Background: an optimization exercise with open tools, aiming at small area, a short achievable clock period and few clock cycles. Do not read the settings as production practice.
Only simulation tests tie the RTL to the original design; equivalence was not proved.

JK:
// seq_multi
module seq_multi #(
    parameter WIDTH = 32
)
(
    input wire logic clk,
    input wire logic rst,
    input wire logic start,
    input wire logic [WIDTH - 1:0] multiplier,
    input wire logic [WIDTH - 1:0] multiplicand,
    output logic busy,
    output logic [(WIDTH * 2) - 1:0] product
);
export LEC_CHECK = 0
export CAP_MARGIN = 20
export CORE_MARGIN = 2
export CORE_UTILIZATION = 55
export GPL_TIMING_DRIVEN = 0
export SETUP_SLACK_MARGIN = 0.5
export SLEW_MARGIN = 20
create_clock -name core_clock -period 5.0 [get_ports {clk}]
standard.sh (not shown) runs the stock make flow with config.mk's settings and CLKGATE_MAP_FILE= SYNTH_SCRIPT=/design/flow/synth_recipe.tcl, a recipe that flattens the netlist after the stock synthesis.
==> flow/flow/run.sh <==
#!/bin/bash
# The standard layout, with the port buffers made of buf_1 cells instead of the
# delay-buffer cells buffer_ports picks by default.
set -euo pipefail
export BUFFER_PORTS_ARGS="-buffer_cell sky130_fd_sc_hd__buf_1"
bash standard.sh finish > standard.log 2>&1
No stage failed in JK, and the final checks on the layout all came back clean.
Testbench counts of JK, summed over its fixed seeds: cycles 907.
diff inputs: JK => MS
Settings: setting PLACE_DENSITY to 0.68 for the first time; removing GPL_TIMING_DRIVEN (formerly 0).
[summary]
Compared with JK, in MS relative area change from synthesis to final layout shrank by 7.6 points; wire length on met1 lower; pre-CTS worst setup slack shows an increase of 0.99 ns. Final standard cell area without fillers shrinks by a few percent when moving from JK to MS. Post-detailed-routing wire length (JK / MS): 1.3. MS against JK: setup slack rose 0.010 ns, final period demand of the worst path fell by 0.010 ns. Flip-flop and latch count: MS vs JK — no meaningful difference.
> inputs changed (MS -> AL)
Settings: a change of SETUP_SLACK_MARGIN from 0.5 to 0.45; a deleted PLACE_DENSITY that had been 0.68.
For MS, the capturing instance or port of the critical path was product[43], unlike AL, where it was product[41]. On via count, MS tracks AL almost exactly.

========
Starting RTL as in the previous note.
clock: 5.0 ns
lec_check: 0
abc_area: 1
cap_margin: 20
core_margin: 2
core_utilization: 55
setup_slack_margin: 0.5
slew_margin: 20
Scripts as last shown in full above: flow/flow/run.sh
Testbench counts at the start, summed over its fixed seeds: cycles 907.
==> next run, changes <==
--- a/flow/config.mk
+++ b/flow/config.mk
@@ -6,8 +6,7 @@
 export NUM_CORES = 4
 export LEC_CHECK = 0
-export ABC_AREA = 1
 export CAP_MARGIN = 20
 export CORE_MARGIN = 2
-export CORE_UTILIZATION = 55
+export CORE_UTILIZATION = 65
 export SETUP_SLACK_MARGIN = 0.5
 export SLEW_MARGIN = 20
Global-route usage came out higher by 4.8 points; utilization is higher by 13 points; wire length drops by 12%; worst setup slack gets worse by 83 ps; register-to-register slack barely changes; synthesized cell count went down by about 17%.
==> next run, changes <==
--- a/flow/config.mk
+++ b/flow/config.mk
@@ -8,5 +8,5 @@
 export CAP_MARGIN = 20
 export CORE_MARGIN = 2
-export CORE_UTILIZATION = 65
+export CORE_UTILIZATION = 50
 export SETUP_SLACK_MARGIN = 0.5
 export SLEW_MARGIN = 20
Effect: Global-route usage is lower by 7.1 points. Via count shrinks by 1.9%. Maximum frequency came out higher by 0.96%. Worst setup slack gets better by 43 ps. Utilization shrinks by 16 points. Routed wire length came out higher by 8.4%. Count of clock-buffer cells in the layout does not change. Synthesized area does not change.
==> next run, changes <==
--- a/flow/config.mk
+++ b/flow/config.mk
@@ -8,5 +8,5 @@
 export CAP_MARGIN = 20
 export CORE_MARGIN = 2
-export CORE_UTILIZATION = 50
+export CORE_UTILIZATION = 55
 export SETUP_SLACK_MARGIN = 0.5
 export SLEW_MARGIN = 20
Outcome:
- routed wire length came out lower by 5.0%
- core utilization rises by 5.0 points
- non-clock buffer count drops by 3
- final area came out lower by 0.68%
==> next run, changes <==
--- a/flow/config.mk
+++ b/flow/config.mk
@@ -9,4 +9,6 @@
 export CORE_MARGIN = 2
 export CORE_UTILIZATION = 55
+export CTS_CLUSTER_DIAMETER = 150
+export CTS_CLUSTER_SIZE = 40
 export SETUP_SLACK_MARGIN = 0.5
 export SLEW_MARGIN = 20
Critical path depth does not change.
Final area does not change.
Setup slack does not change.
==> next run, changes <==
--- a/flow/config.mk
+++ b/flow/config.mk
@@ -6,9 +6,7 @@
 export NUM_CORES = 4
 export LEC_CHECK = 0
-export CAP_MARGIN = 20
+export CAP_MARGIN = 5
 export CORE_MARGIN = 2
 export CORE_UTILIZATION = 55
-export CTS_CLUSTER_DIAMETER = 150
-export CTS_CLUSTER_SIZE = 40
 export SETUP_SLACK_MARGIN = 0.5
-export SLEW_MARGIN = 20
+export SLEW_MARGIN = 5
Clock-buffer cell count does not change; routed wire length does not change; area after synthesis does not change; first-iteration DRC count does not change; cell area stays the same; setup slack stays the same; non-clock buffer count is unchanged; die area stays the same; synthesized cell count is unchanged; flip-flop and latch count does not change.

-- static timing again, ports no longer ideal --
No port has a modelled driver above. Below, the same layouts with a new extraction and two added sets of constraints.
Step 1, drivers: a clkbuf_16 drives clk and a buf_2 each remaining input, both assumed.
Step 2, shift: input delay + t, output delay - t, t = (earliest + latest rising clock arrival at the registers) / 2. This alone moves slack from input paths to output paths.
Slacks: ideal ports / drivers / drivers and shift; pairs: ideal ports / drivers.
| run | shift t [ns] | slack for setup (ns) | worst hold slack (ns) | pins driven straight from the clock port |
|---|---|---|---|---|
| JK | 0.559 | 0.370 / 0.310 / -0.043 | 0.434 / 0.434 / 0.434 | 1 |
| MS | 0.560 | 0.380 / 0.322 / 0.072 | 0.416 / 0.416 / 0.416 | 1 |
| AL | 0.555 | 0.424 / 0.366 / 0.049 | 0.417 / 0.417 / 0.417 | 1 |
| the first run of note 2 | 0.546 | 0.513 / 0.516 / 0.007 | 0.446 / 0.446 / 0.446 | 1 |
| the second run of note 2 | 0.513 | 0.430 / 0.372 / 0.068 | 0.424 / 0.424 / 0.424 | 1 |
| the third run of note 2 | 0.556 | 0.473 / 0.415 / 0.019 | 0.417 / 0.417 / 0.417 | 1 |
| the fourth run of note 2 | 0.551 | 0.497 / 0.437 / 0.104 | 0.428 / 0.428 / 0.428 | 1 |
| the fifth run of note 2 | 0.551 | 0.497 / 0.437 / 0.104 | 0.428 / 0.428 / 0.428 | 1 |
| the sixth run of note 2 | 0.551 | 0.497 / 0.437 / 0.104 | 0.428 / 0.428 / 0.428 | 1 |
Met with ideal ports but missed after step 2: setup timing in JK. For the first run of note 2, which loses most, drivers alone change the setup slack by +0.003 ns; drivers and shift together by -0.506 ns.
